Background: an optimization exercise with open tools, aiming at small area, a short achievable clock period and few clock cycles per item. Do not read the settings as production practice.
In this exercise RTL edits were held to simulation tests only and were not proved equivalent to the original.

==> flow/design.v, too long to show whole: its modules and the start of the top module <==
// module conv_top: 2035 lines
// module conv_fa: 4 lines
// module conv_ha: 4 lines
// module conv_pp3: 3 lines
// module conv_pp2: 3 lines
// module conv_bpp: 3 lines
// module conv_bpp0: 3 lines
// module conv_cy: 3 lines
// module conv_xor2: 3 lines
module conv_top(
    input           clk,
    input           rst_n,
    input           start,
    input   [127:0] feature,
    input   [71:0]  weight,
    output          ready,
    output          done,
    output  [7:0]   c11_sa,
    output  [7:0]   c12_sa,
    output  [7:0]   c21_sa,
    output  [7:0]   c22_sa,
    output  [7:0]   c11_custom,
    output  [7:0]   c12_custom,
    output  [7:0]   c21_custom,
    output  [7:0]   c22_custom,
    output  [7:0]   c11_serial,
    output  [7:0]   c12_serial,
    output  [7:0]   c21_serial,
    output  [7:0]   c22_serial
);
  // ...
==> flow/flow/run.sh <==
#!/bin/bash
# Own flow: the standard layout (standard.sh) unchanged, except that the
# port buffers are plain buffers (buf_2) rather than the cell buffer_ports
# picks by default (clkdlybuf4s50_1, a slow delay cell).
set -euo pipefail
bash standard.sh synth > synth.log 2>&1
bash standard.sh BUFFER_PORTS_ARGS="-buffer_cell sky130_fd_sc_hd__buf_2" finish > layout.log 2>&1
==> flow/standard.sh <==
#!/bin/bash
# synth_recipe.tcl (not shown) runs the flow's synth.tcl, then flattens the netlist and writes it again
# the make line also repeats each setting of config.mk as NAME=value (left out here)
make -C /OpenROAD-flow-scripts/flow DESIGN_CONFIG=/design/flow/config.mk WORK_HOME=/design/flow/orfs CLKGATE_MAP_FILE= SYNTH_SCRIPT=/design/flow/synth_recipe.tcl "${@:-finish}"
==> flow/config.mk <==
export PLATFORM = sky130hd
export DESIGN_NAME = conv_top
export DESIGN_NICKNAME = conv_top
export VERILOG_FILES = /design/flow/design.v
export SDC_FILE = /design/flow/constraint.sdc
export NUM_CORES = 4
export LEC_CHECK = 0
export CAP_MARGIN = 20
export CORE_MARGIN = 2
export CORE_UTILIZATION = 70
export SLEW_MARGIN = 20
export SYNTH_HIERARCHICAL = 1
export SYNTH_MINIMUM_KEEP_SIZE = 0
==> flow/constraint.sdc <==
create_clock -name core_clock -period 10.0 [get_ports {clk}]
set_input_delay 2.0000 -clock core_clock [delete_from_list [all_inputs] [get_ports {clk}]]
set_output_delay 2.0000 -clock core_clock [all_outputs]
set_load 0.01 [all_outputs]
==> impl_metrics.yaml, run 1 <==
synthesis:
  synth_flop_cell: "dfxtp_1"
  synth.distinct_cells: 30
  syn_inst: 1634
  synth_compound_area_share_pct: 1.17
  synthArstFlopShare_pct: 0
  synthSimpleGateAreaFrac_pct: 16.3
  yosys_warnings: 7
  yosysMostFrequentCell: "nand2_1"
  synth_seq_cells: 17
  synth_xor_xnor_area_share_pct: 16.4
  syn_nets: 2217
global_route:
  use_met2_pct: 74.5
  grt_busiest_layer: "met2"
  met1_usage_pct: 58.2
  grtUsageMet3_pct: 21.1
floorplan:
  io_pins: 301
  num_tap_cells: 280
  row_count: 54
detailed_routing:
  drtAntennaViolNets: 0
  maxUsedRoutingLayer: "met5"
  viasPerCell: 6.48
finish:
  nets: 2379
  antennaDiodeCount: 4
  top_regs: "top_l: 8 flops, top_r: 8 flops, done_r: 1 flops"
  stdcell_area_um2: 16300
cts:
  clk_latency_ps: 250
  clkSlewWorstSetupHoldPaths_ps: 50
critical_path:
  crit_buf_inv: 2
  startpoint: "feature[50]"
sta:
  fin_ws_ps: 868
  hold_viol_final: 0
run_status:
  run_status: "complete, no violations"
place:
  hpwl_um: 44000
  port_buffers: 300
worst_hold_path:
  hold-path-endpoint: "done_r$_DFF_P_"
Testbench counts, summed over its fixed seeds: cycles 512, items 256.
==> inputs of run 2 (changes only) <==
--- a/flow/design.v
+++ b/flow/design.v
@@ -879,55 +879,55 @@
     conv_xor2 xr255(.a(xo232), .b(xo233), .y(xo255));
     wire xo256;
     conv_xor2 xr256(.a(xo234), .b(xo235), .y(xo256));
     wire xo257;
     conv_xor2 xr257(.a(xo236), .b(xo237), .y(xo257));
     wire xo258;
     conv_xor2 xr258(.a(xo238), .b(xo239), .y(xo258));
     wire xo259;
-    conv_xor2 xr259(.a(xo240), .b(xo241), .y(xo259));
+    conv_xor2 xr259(.a(xo240), .b(fc146), .y(xo259));
     wire xo260;
-    conv_xor2 xr260(.a(xo242), .b(xo243), .y(xo260));
+    conv_xor2 xr260(.a(fc147), .b(fc148), .y(xo260));
     wire xo261;
-    conv_xor2 xr261(.a(xo244), .b(xo245), .y(xo261));
+    conv_xor2 xr261(.a(fc149), .b(fc150), .y(xo261));
     wire xo262;
-    conv_xor2 xr262(.a(xo246), .b(xo247), .y(xo262));
+    conv_xor2 xr262(.a(fc151), .b(fc152), .y(xo262));
     wire xo263;
-    conv_xor2 xr263(.a(xo248), .b(xo249), .y(xo263));
+    conv_xor2 xr263(.a(fc153), .b(fc154), .y(xo263));
     wire xo264;
-    conv_xor2 xr264(.a(xo250), .b(xo251), .y(xo264));
+    conv_xor2 xr264(.a(fc155), .b(fc156), .y(xo264));
     wire xo265;
-    conv_xor2 xr265(.a(xo252), .b(xo253), .y(xo265));
+    conv_xor2 xr265(.a(fc157), .b(fc158), .y(xo265));
     wire xo266;
-    conv_xor2 xr266(.a(xo254), .b(xo255), .y(xo266));
+    conv_xor2 xr266(.a(fc159), .b(fc160), .y(xo266));
     wire xo267;
-    conv_xor2 xr267(.a(xo256), .b(xo257), .y(xo267));
+    conv_xor2 xr267(.a(fc161), .b(fc162), .y(xo267));
     wire xo268;
-    conv_xor2 xr268(.a(xo258), .b(fc146), .y(xo268));
+    conv_xor2 xr268(.a(fc163), .b(fc164), .y(xo268));
     wire xo269;
-    conv_xor2 xr269(.a(fc147), .b(fc148), .y(xo269));
+    conv_xor2 xr269(.a(fc165), .b(fc166), .y(xo269));
     wire xo270;
-    conv_xor2 xr270(.a(fc149), .b(fc150), .y(xo270));
+    conv_xor2 xr270(.a(xo241), .b(xo242), .y(xo270));
     wire xo271;
-    conv_xor2 xr271(.a(fc151), .b(fc152), .y(xo271));
+    conv_xor2 xr271(.a(xo243), .b(xo244), .y(xo271));
     wire xo272;
-    conv_xor2 xr272(.a(fc153), .b(fc154), .y(xo272));
+    conv_xor2 xr272(.a(xo245), .b(xo246), .y(xo272));
     wire xo273;
-    conv_xor2 xr273(.a(fc155), .b(fc156), .y(xo273));
+    conv_xor2 xr273(.a(xo247), .b(xo248), .y(xo273));
     wire xo274;
-    conv_xor2 xr274(.a(fc157), .b(fc158), .y(xo274));
+    conv_xor2 xr274(.a(xo249), .b(xo250), .y(xo274));
     wire xo275;
-    conv_xor2 xr275(.a(fc159), .b(fc160), .y(xo275));
+    conv_xor2 xr275(.a(xo251), .b(xo252), .y(xo275));
     wire xo276;
-    conv_xor2 xr276(.a(fc161), .b(fc162), .y(xo276));
+    conv_xor2 xr276(.a(xo253), .b(xo254), .y(xo276));
     wire xo277;
-    conv_xor2 xr277(.a(fc163), .b(fc164), .y(xo277));
+    conv_xor2 xr277(.a(xo255), .b(xo256), .y(xo277));
     wire xo278;
-    conv_xor2 xr278(.a(fc165), .b(fc166), .y(xo278));
+    conv_xor2 xr278(.a(xo257), .b(xo258), .y(xo278));
     wire xo279;
     conv_xor2 xr279(.a(xo259), .b(xo260), .y(xo279));
     wire xo280;
     conv_xor2 xr280(.a(xo261), .b(xo262), .y(xo280));
     wire xo281;
     conv_xor2 xr281(.a(xo263), .b(xo264), .y(xo281));
     wire xo282;
     conv_xor2 xr282(.a(xo265), .b(xo266), .y(xo282));
@@ -939,93 +939,93 @@
     conv_xor2 xr285(.a(xo271), .b(xo272), .y(xo285));
     wire xo286;
     conv_xor2 xr286(.a(xo273), .b(xo274), .y(xo286));
     wire xo287;
     conv_xor2 xr287(.a(xo275), .b(xo276), .y(xo287));
     wire xo288;
     conv_xor2 xr288(.a(xo277), .b(xo278), .y(xo288));
     wire xo289;
-    conv_xor2 xr289(.a(xo279), .b(xo280), .y(xo289));
+    conv_xor2 xr289(.a(fc167), .b(fc168), .y(xo289));
     wire xo290;
-    conv_xor2 xr290(.a(xo281), .b(xo282), .y(xo290));
+    conv_xor2 xr290(.a(fc169), .b(fc170), .y(xo290));
     wire xo291;
-    conv_xor2 xr291(.a(xo283), .b(xo284), .y(xo291));
+    conv_xor2 xr291(.a(fc171), .b(fc172), .y(xo291));
     wire xo292;
-    conv_xor2 xr292(.a(xo285), .b(xo286), .y(xo292));
+    conv_xor2 xr292(.a(fc173), .b(fc174), .y(xo292));
     wire xo293;
-    conv_xor2 xr293(.a(xo287), .b(xo288), .y(xo293));
+    conv_xor2 xr293(.a(fc175), .b(fc176), .y(xo293));
     wire xo294;
-    conv_xor2 xr294(.a(fc167), .b(fc168), .y(xo294));
+    conv_xor2 xr294(.a(fc177), .b(fc178), .y(xo294));
     wire xo295;
-    conv_xor2 xr295(.a(fc169), .b(fc170), .y(xo295));
+    conv_xor2 xr295(.a(fc179), .b(xo279), .y(xo295));
     wire xo296;
-    conv_xor2 xr296(.a(fc171), .b(fc172), .y(xo296));
+    conv_xor2 xr296(.a(xo280), .b(xo281), .y(xo296));
     wire xo297;
-    conv_xor2 xr297(.a(xo289), .b(xo290), .y(xo297));
+    conv_xor2 xr297(.a(xo282), .b(xo283), .y(xo297));
     wire xo298;
-    conv_xor2 xr298(.a(fc173), .b(fc174), .y(xo298));
+    conv_xor2 xr298(.a(xo284), .b(xo285), .y(xo298));
     wire xo299;
-    conv_xor2 xr299(.a(fc175), .b(fc176), .y(xo299));
+    conv_xor2 xr299(.a(xo286), .b(xo287), .y(xo299));
     wire xo300;
-    conv_xor2 xr300(.a(fc177), .b(fc178), .y(xo300));
+    conv_xor2 xr300(.a(xo288), .b(xo289), .y(xo300));
     wire xo301;
-    conv_xor2 xr301(.a(fc179), .b(xo291), .y(xo301));
+    conv_xor2 xr301(.a(xo290), .b(xo291), .y(xo301));
     wire xo302;
     conv_xor2 xr302(.a(xo292), .b(xo293), .y(xo302));
     wire xo303;
     conv_xor2 xr303(.a(xo294), .b(xo295), .y(xo303));
     wire xo304;
     conv_xor2 xr304(.a(xo296), .b(xo297), .y(xo304));
     wire xo305;
     conv_xor2 xr305(.a(xo298), .b(xo299), .y(xo305));
     wire xo306;
-    conv_xor2 xr306(.a(xo300), .b(xo301), .y(xo306));
+    conv_xor2 xr306(.a(fc180), .b(fc181), .y(xo306));
     wire xo307;
-    conv_xor2 xr307(.a(xo302), .b(xo303), .y(xo307));
+    conv_xor2 xr307(.a(fc182), .b(fc183), .y(xo307));
     wire xo308;
-    conv_xor2 xr308(.a(xo304), .b(fc180), .y(xo308));
+    conv_xor2 xr308(.a(fc184), .b(fc185), .y(xo308));
     wire xo309;
-    conv_xor2 xr309(.a(fc181), .b(xo305), .y(xo309));
+    conv_xor2 xr309(.a(xo300), .b(xo301), .y(xo309));
     wire xo310;
-    conv_xor2 xr310(.a(xo306), .b(fc182), .y(xo310));
+    conv_xor2 xr310(.a(fc186), .b(fc187), .y(xo310));
     wire xo311;
-    conv_xor2 xr311(.a(fc183), .b(fc184), .y(xo311));
+    conv_xor2 xr311(.a(xo302), .b(xo303), .y(xo311));
     wire xo312;
-    conv_xor2 xr312(.a(fc185), .b(xo307), .y(xo312));
+    conv_xor2 xr312(.a(xo304), .b(xo305), .y(xo312));
     wire xo313;
-    conv_xor2 xr313(.a(fc186), .b(fc187), .y(xo313));
+    conv_xor2 xr313(.a(xo306), .b(xo307), .y(xo313));
     wire xo314;
     conv_xor2 xr314(.a(xo308), .b(xo309), .y(xo314));
     wire xo315;
     conv_xor2 xr315(.a(xo310), .b(xo311), .y(xo315));
     wire xo316;
-    conv_xor2 xr316(.a(xo312), .b(xo313), .y(xo316));
+    conv_xor2 xr316(.a(xo312), .b(fc188), .y(xo316));
     wire xo317;
-    conv_xor2 xr317(.a(xo314), .b(xo315), .y(xo317));
+    conv_xor2 xr317(.a(fc189), .b(xo313), .y(xo317));
     wire xo318;
-    conv_xor2 xr318(.a(fc188), .b(fc189), .y(xo318));
+    conv_xor2 xr318(.a(xo314), .b(fc190), .y(xo318));
     wire xo319;
-    conv_xor2 xr319(.a(xo316), .b(fc190), .y(xo319));
+    conv_xor2 xr319(.a(fc191), .b(fc192), .y(xo319));
     wire xo320;
-    conv_xor2 xr320(.a(fc191), .b(xo317), .y(xo320));
+    conv_xor2 xr320(.a(xo315), .b(xo316), .y(xo320));
     wire xo321;
-    conv_xor2 xr321(.a(fc192), .b(xo318), .y(xo321));
+    conv_xor2 xr321(.a(xo317), .b(xo318), .y(xo321));
     wire xo322;
-    conv_xor2 xr322(.a(xo319), .b(xo320), .y(xo322));
+    conv_xor2 xr322(.a(xo319), .b(fc193), .y(xo322));
     wire xo323;
-    conv_xor2 xr323(.a(xo321), .b(xo322), .y(xo323));
+    conv_xor2 xr323(.a(fc194), .b(xo320), .y(xo323));
     wire xo324;
-    conv_xor2 xr324(.a(fc193), .b(fc194), .y(xo324));
+    conv_xor2 xr324(.a(fc195), .b(xo321), .y(xo324));
     wire xo325;
-    conv_xor2 xr325(.a(fc195), .b(xo323), .y(xo325));
+    conv_xor2 xr325(.a(xo322), .b(xo323), .y(xo325));
     wire xo326;
-    conv_xor2 xr326(.a(xo324), .b(xo325), .y(xo326));
+    conv_xor2 xr326(.a(xo324), .b(cy198), .y(xo326));
     wire xo327;
-    conv_xor2 xr327(.a(cy198), .b(cy201), .y(xo327));
+    conv_xor2 xr327(.a(cy201), .b(xo325), .y(xo327));
     wire xo328;
     conv_xor2 xr328(.a(xo326), .b(xo327), .y(xo328));
     wire xo329;
     conv_xor2 xr329(.a(cy204), .b(xo328), .y(xo329));
     wire [7:0] fin330 = ~({xo329, cy145, cy97, cy60, xo59, fs30, fs12, fs3} + {1'b0, xo203, xo144, xo96, 1'b0, fs31, fs13, 1'b0});
     wire pp331 = ~(fw_0_1[0] & weight[0]);
     wire pp332 = ~(fw_0_1[0] & weight[1]);
     wire pp333 = ~(fw_0_1[0] & weight[2]);
@@ -1870,55 +1870,55 @@
     conv_xor2 xr586(.a(xo563), .b(xo564), .y(xo586));
     wire xo587;
     conv_xor2 xr587(.a(xo565), .b(xo566), .y(xo587));
     wire xo588;
     conv_xor2 xr588(.a(xo567), .b(xo568), .y(xo588));
     wire xo589;
     conv_xor2 xr589(.a(xo569), .b(xo570), .y(xo589));
     wire xo590;
-    conv_xor2 xr590(.a(xo571), .b(xo572), .y(xo590));
+    conv_xor2 xr590(.a(xo571), .b(fc477), .y(xo590));
     wire xo591;
-    conv_xor2 xr591(.a(xo573), .b(xo574), .y(xo591));
+    conv_xor2 xr591(.a(fc478), .b(fc479), .y(xo591));
     wire xo592;
-    conv_xor2 xr592(.a(xo575), .b(xo576), .y(xo592));
+    conv_xor2 xr592(.a(fc480), .b(fc481), .y(xo592));
     wire xo593;
-    conv_xor2 xr593(.a(xo577), .b(xo578), .y(xo593));
+    conv_xor2 xr593(.a(fc482), .b(fc483), .y(xo593));
     wire xo594;
-    conv_xor2 xr594(.a(xo579), .b(xo580), .y(xo594));
+    conv_xor2 xr594(.a(fc484), .b(fc485), .y(xo594));
     wire xo595;
-    conv_xor2 xr595(.a(xo581), .b(xo582), .y(xo595));
+    conv_xor2 xr595(.a(fc486), .b(fc487), .y(xo595));
     wire xo596;
-    conv_xor2 xr596(.a(xo583), .b(xo584), .y(xo596));
+    conv_xor2 xr596(.a(fc488), .b(fc489), .y(xo596));
     wire xo597;
-    conv_xor2 xr597(.a(xo585), .b(xo586), .y(xo597));
+    conv_xor2 xr597(.a(fc490), .b(fc491), .y(xo597));
     wire xo598;
-    conv_xor2 xr598(.a(xo587), .b(xo588), .y(xo598));
+    conv_xor2 xr598(.a(fc492), .b(fc493), .y(xo598));
     wire xo599;
-    conv_xor2 xr599(.a(xo589), .b(fc477), .y(xo599));
+    conv_xor2 xr599(.a(fc494), .b(fc495), .y(xo599));
     wire xo600;
-    conv_xor2 xr600(.a(fc478), .b(fc479), .y(xo600));
+    conv_xor2 xr600(.a(fc496), .b(fc497), .y(xo600));
     wire xo601;
-    conv_xor2 xr601(.a(fc480), .b(fc481), .y(xo601));
+    conv_xor2 xr601(.a(xo572), .b(xo573), .y(xo601));
     wire xo602;
-    conv_xor2 xr602(.a(fc482), .b(fc483), .y(xo602));
+    conv_xor2 xr602(.a(xo574), .b(xo575), .y(xo602));
     wire xo603;
-    conv_xor2 xr603(.a(fc484), .b(fc485), .y(xo603));
+    conv_xor2 xr603(.a(xo576), .b(xo577), .y(xo603));
     wire xo604;
-    conv_xor2 xr604(.a(fc486), .b(fc487), .y(xo604));
+    conv_xor2 xr604(.a(xo578), .b(xo579), .y(xo604));
     wire xo605;
-    conv_xor2 xr605(.a(fc488), .b(fc489), .y(xo605));
+    conv_xor2 xr605(.a(xo580), .b(xo581), .y(xo605));
     wire xo606;
-    conv_xor2 xr606(.a(fc490), .b(fc491), .y(xo606));
+    conv_xor2 xr606(.a(xo582), .b(xo583), .y(xo606));
     wire xo607;
-    conv_xor2 xr607(.a(fc492), .b(fc493), .y(xo607));
+    conv_xor2 xr607(.a(xo584), .b(xo585), .y(xo607));
     wire xo608;
-    conv_xor2 xr608(.a(fc494), .b(fc495), .y(xo608));
+    conv_xor2 xr608(.a(xo586), .b(xo587), .y(xo608));
     wire xo609;
-    conv_xor2 xr609(.a(fc496), .b(fc497), .y(xo609));
+    conv_xor2 xr609(.a(xo588), .b(xo589), .y(xo609));
     wire xo610;
     conv_xor2 xr610(.a(xo590), .b(xo591), .y(xo610));
     wire xo611;
     conv_xor2 xr611(.a(xo592), .b(xo593), .y(xo611));
     wire xo612;
     conv_xor2 xr612(.a(xo594), .b(xo595), .y(xo612));
     wire xo613;
     conv_xor2 xr613(.a(xo596), .b(xo597), .y(xo613));
@@ -1930,93 +1930,93 @@
     conv_xor2 xr616(.a(xo602), .b(xo603), .y(xo616));
     wire xo617;
     conv_xor2 xr617(.a(xo604), .b(xo605), .y(xo617));
     wire xo618;
     conv_xor2 xr618(.a(xo606), .b(xo607), .y(xo618));
     wire xo619;
     conv_xor2 xr619(.a(xo608), .b(xo609), .y(xo619));
     wire xo620;
-    conv_xor2 xr620(.a(xo610), .b(xo611), .y(xo620));
+    conv_xor2 xr620(.a(fc498), .b(fc499), .y(xo620));
     wire xo621;
-    conv_xor2 xr621(.a(xo612), .b(xo613), .y(xo621));
+    conv_xor2 xr621(.a(fc500), .b(fc501), .y(xo621));
     wire xo622;
-    conv_xor2 xr622(.a(xo614), .b(xo615), .y(xo622));
+    conv_xor2 xr622(.a(fc502), .b(fc503), .y(xo622));
     wire xo623;
-    conv_xor2 xr623(.a(xo616), .b(xo617), .y(xo623));
+    conv_xor2 xr623(.a(fc504), .b(fc505), .y(xo623));
     wire xo624;
-    conv_xor2 xr624(.a(xo618), .b(xo619), .y(xo624));
+    conv_xor2 xr624(.a(fc506), .b(fc507), .y(xo624));
     wire xo625;
-    conv_xor2 xr625(.a(fc498), .b(fc499), .y(xo625));
+    conv_xor2 xr625(.a(fc508), .b(fc509), .y(xo625));
     wire xo626;
-    conv_xor2 xr626(.a(fc500), .b(fc501), .y(xo626));
+    conv_xor2 xr626(.a(fc510), .b(xo610), .y(xo626));
     wire xo627;
-    conv_xor2 xr627(.a(fc502), .b(fc503), .y(xo627));
+    conv_xor2 xr627(.a(xo611), .b(xo612), .y(xo627));
     wire xo628;
-    conv_xor2 xr628(.a(xo620), .b(xo621), .y(xo628));
+    conv_xor2 xr628(.a(xo613), .b(xo614), .y(xo628));
     wire xo629;
-    conv_xor2 xr629(.a(fc504), .b(fc505), .y(xo629));
+    conv_xor2 xr629(.a(xo615), .b(xo616), .y(xo629));
     wire xo630;
-    conv_xor2 xr630(.a(fc506), .b(fc507), .y(xo630));
+    conv_xor2 xr630(.a(xo617), .b(xo618), .y(xo630));
     wire xo631;
-    conv_xor2 xr631(.a(fc508), .b(fc509), .y(xo631));
+    conv_xor2 xr631(.a(xo619), .b(xo620), .y(xo631));
     wire xo632;
-    conv_xor2 xr632(.a(fc510), .b(xo622), .y(xo632));
+    conv_xor2 xr632(.a(xo621), .b(xo622), .y(xo632));
     wire xo633;
     conv_xor2 xr633(.a(xo623), .b(xo624), .y(xo633));
     wire xo634;
     conv_xor2 xr634(.a(xo625), .b(xo626), .y(xo634));
     wire xo635;
     conv_xor2 xr635(.a(xo627), .b(xo628), .y(xo635));
     wire xo636;
     conv_xor2 xr636(.a(xo629), .b(xo630), .y(xo636));
     wire xo637;
-    conv_xor2 xr637(.a(xo631), .b(xo632), .y(xo637));
+    conv_xor2 xr637(.a(fc511), .b(fc512), .y(xo637));
     wire xo638;
-    conv_xor2 xr638(.a(xo633), .b(xo634), .y(xo638));
+    conv_xor2 xr638(.a(fc513), .b(fc514), .y(xo638));
     wire xo639;
-    conv_xor2 xr639(.a(xo635), .b(fc511), .y(xo639));
+    conv_xor2 xr639(.a(fc515), .b(fc516), .y(xo639));
     wire xo640;
-    conv_xor2 xr640(.a(fc512), .b(xo636), .y(xo640));
+    conv_xor2 xr640(.a(xo631), .b(xo632), .y(xo640));
     wire xo641;
-    conv_xor2 xr641(.a(xo637), .b(fc513), .y(xo641));
+    conv_xor2 xr641(.a(fc517), .b(fc518), .y(xo641));
     wire xo642;
-    conv_xor2 xr642(.a(fc514), .b(fc515), .y(xo642));
+    conv_xor2 xr642(.a(xo633), .b(xo634), .y(xo642));
     wire xo643;
-    conv_xor2 xr643(.a(fc516), .b(xo638), .y(xo643));
+    conv_xor2 xr643(.a(xo635), .b(xo636), .y(xo643));
     wire xo644;
-    conv_xor2 xr644(.a(fc517), .b(fc518), .y(xo644));
+    conv_xor2 xr644(.a(xo637), .b(xo638), .y(xo644));
     wire xo645;
     conv_xor2 xr645(.a(xo639), .b(xo640), .y(xo645));
     wire xo646;
     conv_xor2 xr646(.a(xo641), .b(xo642), .y(xo646));
     wire xo647;
-    conv_xor2 xr647(.a(xo643), .b(xo644), .y(xo647));
+    conv_xor2 xr647(.a(xo643), .b(fc519), .y(xo647));
     wire xo648;
-    conv_xor2 xr648(.a(xo645), .b(xo646), .y(xo648));
+    conv_xor2 xr648(.a(fc520), .b(xo644), .y(xo648));
     wire xo649;
-    conv_xor2 xr649(.a(fc519), .b(fc520), .y(xo649));
+    conv_xor2 xr649(.a(xo645), .b(fc521), .y(xo649));
     wire xo650;
-    conv_xor2 xr650(.a(xo647), .b(fc521), .y(xo650));
+    conv_xor2 xr650(.a(fc522), .b(fc523), .y(xo650));
     wire xo651;
-    conv_xor2 xr651(.a(fc522), .b(xo648), .y(xo651));
+    conv_xor2 xr651(.a(xo646), .b(xo647), .y(xo651));
     wire xo652;
-    conv_xor2 xr652(.a(fc523), .b(xo649), .y(xo652));
+    conv_xor2 xr652(.a(xo648), .b(xo649), .y(xo652));
     wire xo653;
-    conv_xor2 xr653(.a(xo650), .b(xo651), .y(xo653));
+    conv_xor2 xr653(.a(xo650), .b(fc524), .y(xo653));
     wire xo654;
-    conv_xor2 xr654(.a(xo652), .b(xo653), .y(xo654));
+    conv_xor2 xr654(.a(fc525), .b(xo651), .y(xo654));
     wire xo655;
-    conv_xor2 xr655(.a(fc524), .b(fc525), .y(xo655));
+    conv_xor2 xr655(.a(fc526), .b(xo652), .y(xo655));
     wire xo656;
-    conv_xor2 xr656(.a(fc526), .b(xo654), .y(xo656));
+    conv_xor2 xr656(.a(xo653), .b(xo654), .y(xo656));
     wire xo657;
-    conv_xor2 xr657(.a(xo655), .b(xo656), .y(xo657));
+    conv_xor2 xr657(.a(xo655), .b(cy529), .y(xo657));
     wire xo658;
-    conv_xor2 xr658(.a(cy529), .b(cy532), .y(xo658));
+    conv_xor2 xr658(.a(cy532), .b(xo656), .y(xo658));
     wire xo659;
     conv_xor2 xr659(.a(xo657), .b(xo658), .y(xo659));
     wire xo660;
     conv_xor2 xr660(.a(cy535), .b(xo659), .y(xo660));
     wire [7:0] fin661 = ~({xo660, cy476, cy428, cy391, xo390, fs361, fs343, fs334} + {1'b0, xo534, xo475, xo427, 1'b0, fs362, fs344, 1'b0});
     always @(posedge clk) begin
         done_r <= rst_n & start & ~done_r;
         top_l  <= {fin330[7], fin330[6], fin330[5], fin330[4], fin330[3], fin330[2], fin330[1], fin330[0]};
==> flow/config.mk (replaced) <==
export PLATFORM = sky130hd
export DESIGN_NAME = conv_top
export DESIGN_NICKNAME = conv_top
export VERILOG_FILES = /design/flow/design.v
export SDC_FILE = /design/flow/constraint.sdc
export NUM_CORES = 4
export LEC_CHECK = 0
export CAP_MARGIN = 20
export CORE_MARGIN = 2
export CORE_UTILIZATION = 60
export SLEW_MARGIN = 20
export SYNTH_HIERARCHICAL = 1
export SYNTH_MINIMUM_KEEP_SIZE = 0
==> run 2 against run 1 <==
  * Still clean on timing, DRC and antenna
  * Synthesized area unchanged
  * Sequential share of layout area about the same
  * Fmax up 1.4%
==> impl_metrics.yaml, run 2 <==
synthesis:
  synth_common_cells: "nand2_1, fa_1, xor2_1"
  synth_area_um2: 15400
  synth.distinct_cells: 30
  syn_area_per_cell_um2: 9.40
  synth_top_area_share_pct: 48.2
  yosysMostFrequentCell: "nand2_1"
  syn_inst: 1634
  synth_largest_area_cell: "fa_1"
  synth_seq_cells: 17
  synth_edf_count: 0
  synth_flop_cell: "dfxtp_1"
  synthArstFlopShare_pct: 0
  synth_top_cells_by_area: "fa_1, xor2_1, nand2_1, mux2_2, buf_4"
  yosysSeqAreaShare_pct: 2.22
  yosys_warnings: 7
  syn_nets: 2217
global_route:
  grt_pass1_wl_um: 84200
  antenna_found_initial: 3
  grt_overflow: 0
  grt_max_degree: 55
  grt_pass1_vias: 13600
  track_usage_pct: 44.9
detailed_routing:
  viasPerCell: 6.12
  drt-initial-drc-count: 1208
  route.detailed.wl_per_inst_um: 27.6
  vias: 13000
  drcViolationCount: 0
  routed_wl_um: 58700
  first_pass_iters: 5
  drtAntennaViolNets: 0
critical_path:
  rrSetupSlack_ps: 3880
  path_depth: 16
  path_cells: "buf_2 -> mux2_2 -> nand2_1 -> fa_1 -> fa_1 -> fa_1 -> fa_1 -> fa_1 -> xor2_1 -> xor2_1 -> xor2_1 -> ha_1 -> nor3_1 -> a211oi_1 -> xnor2_1 -> buf_2"
  cpLargestDelayFamily: "adder cells"
  rr_worst_depth: 15
  slowest_stage: "fa_1"
  cpMostUsedCell: "fa_1"
  cp_slowest_stage_delay_ps: 580
  r2r_end: "top_r[7]$_DFF_P_"
  worst_setup_path_start_kind: "primary input"
  critPathArrivalTime_ps: 7000
  worstSetupPathType: "primary input to output port"
  r2r_start: "done_r$_DFF_P_"
  crit_buf_inv: 2
  critPathRequiredTime_ps: 8000
  worst_setup_path_end_kind: "output port"
  startpoint: "feature[48]"
  endpoint: "c22_custom[7]"
  cp_max_fo: 16
cts:
  numCtsBuffers: 3
  cts_num_sinks: 17
  clock-root-buffer: "clkbuf_16"
  clkSlewWorstSetupHoldPaths_ps: 50
  cts_buffer_depth: 2
  h-tree-depth: 1
  post-cts-setup-buffers: 0
  cts_resized: 0
  clk_latency_ps: 250
  cts_tree: "yes"
  hold_buffers: 0
sta:
  setup_tns_ps: 0
  slew_violations: 0
  setup_violations: 0
  hold_viol_final: 0
  skew_ps: 1.09
  rsz0062_at_grt: "no"
  max-slew-margin-rel_pct: 45.8
  clock.fmax_mhz: 111
  fin_crit_sh_pct: 90.0
  worst_slew_pin_slew_ps: 813
  period_needed_ps: 9000
finish:
  final_cell_mix: "nand2_1, fa_1, buf_2"
  nets: 2378
  area.growth.synth_to_final_pct: 6.78
  layout_commonest_cell: "nand2_1"
  stdcell_area_um2: 16400
  drive_gt1_share_pct: 22.5
  top_regs: "top_l: 8 flops, top_r: 8 flops, done_r: 1 flops"
place:
  placed_cell_area_um2: 16300
  port_buffers: 300
  finalWeightedCongestion: 1.01
  hpwl_um: 45000
floorplan:
  die_x_um: 164
  io_pins: 301
  initial_utilization_pct: 61.0
  core-area_um2: 25200
  fp.dieH_um: 164
  die_area_um2: 26900
  row_count: 58
worst_hold_path:
  hold_path_startpoint: "done_r$_DFF_P_"
  hold_path.class: "flop to flop"
run:
  cap_viol_max_count: 0
run_status:
  run_status: "complete, no violations"
==> run 2: stage by stage <==
| stage | hold WS, ps | setup WS (ps) | utilization [%] | std cells |
|---|---|---|---|---|
| after detailed placement | 1160 | 1060 | 64.8 | 2120 |
| after floorplan | 1010 | 1350 | - | 1634 |
| after CTS | 1190 | 1060 | 65.1 | 2124 |
| after global placement | 1170 | 1160 | 64.8 | 2120 |
| final | 1170 | 996 | 65.1 | 2127 |
| after global routing | 1250 | 802 | 65.1 | 2126 |
==> run 2: worst min-delay path by stage <==
stage	end	slack [ps]	cells after the start
2_1_floorplan	done_r$_DFF_P_	1010	5
3_3_place_gp	done_r$_DFF_P_	1170	3
3_5_place_dp	done_r$_DFF_P_	1160	3
4_1_cts	done_r$_DFF_P_	1190	3
5_1_grt	done_r$_DFF_P_	1250	3
6_report	done_r$_DFF_P_	1170	3
==> run 2: area by class of cell <==
type                       count  area (um2)
multi-input combinational   1448       13900
timing repair buffer         303        1520
tap                          330         413
sequential                    17         344
antenna                        3        7.51
fill                        2181        8790
clock buffer                   4        78.8
inverter                      22        82.6
==> run 2: worst register-to-register path, cell delays in order, from the launching register on <==
cell and delay [ps]:
dfxtp_4 840, buf_4 490, mux2_2 490, nand2_1 150, fa_1 550, fa_1 460
fa_1 440, fa_1 520, fa_1 590, xor2_1 230, xor2_1 300, xor2_1 210
ha_1 220, nor3_1 70, a211oi_1 280, xnor2_1 200
==> run 2: per-module statistics from Yosys, one instance, submodules excluded <==
module     area, um2  times used
conv_fa         20.0         368
conv_cy         8.76          14
conv_top        5430           1
conv_xor2       8.76         278
==> run 2: per-layer routing <==
layer	GRT usage [%]	vias to the layer above	wire length, um	share of wire, %
met1	56.9	6346	20100	34
met3	14.1	240	9040	15
met4	28.6	0	4640	7.9
li1	-	5229	-	-
met5	0	-	0	0
met2	66.9	1199	24900	42
==> run 2: kinds of logic after synthesis <==
kind of cell,Yosys count,share of synthesized area (%)
AOI/OAI and AO/OA,24,1.17
xor gates and xnor gates,288,16.4
adders and majority gates,380,49.1
buffers and inverters,169,6.96
DFF,17,2.22
muxes,96,7.85
and+or+nand+nor,660,16.3
Testbench counts of run 2, summed over its fixed seeds: cycles 512, items 256.

static timing again, ports no longer ideal:
Ports are ideal in the flow. The routed layouts listed here were re-timed in OpenROAD.
Step 1 (the two cells are an assumption about what drives the block):
set clk [get_ports {clk}]
set_driving_cell -lib_cell sky130_fd_sc_hd__clkbuf_16 $clk
set_driving_cell -lib_cell sky130_fd_sc_hd__buf_2 [delete_from_list [all_inputs] $clk]
Step 2 adds t to the input delays and takes it off the output delays; t is the mean of the earliest and latest rising clock arrival at the registers after step 1. Input paths then give back, and output paths get back, about the clock's delay inside the block.
Three values: ideal, step 1, step 2; two values: the first two.
run | t (ns) | setup WS [ns] | hold slack, ns | worst setup path at the end | worst register clock-pin slew, ns
run 1 | 0.291 | 0.868 / 0.840 / 0.840 | 1.261 / 1.261 / 1.261 | input to output | 0.05 / 0.05
run 2 | 0.289 | 0.996 / 0.972 / 0.972 | 1.171 / 1.171 / 1.171 | input to output | 0.05 / 0.05
After both steps setup and hold are still met in every run listed. For run 1, which loses most, drivers alone change the setup slack by -0.028 ns; drivers and shift together by -0.028 ns.
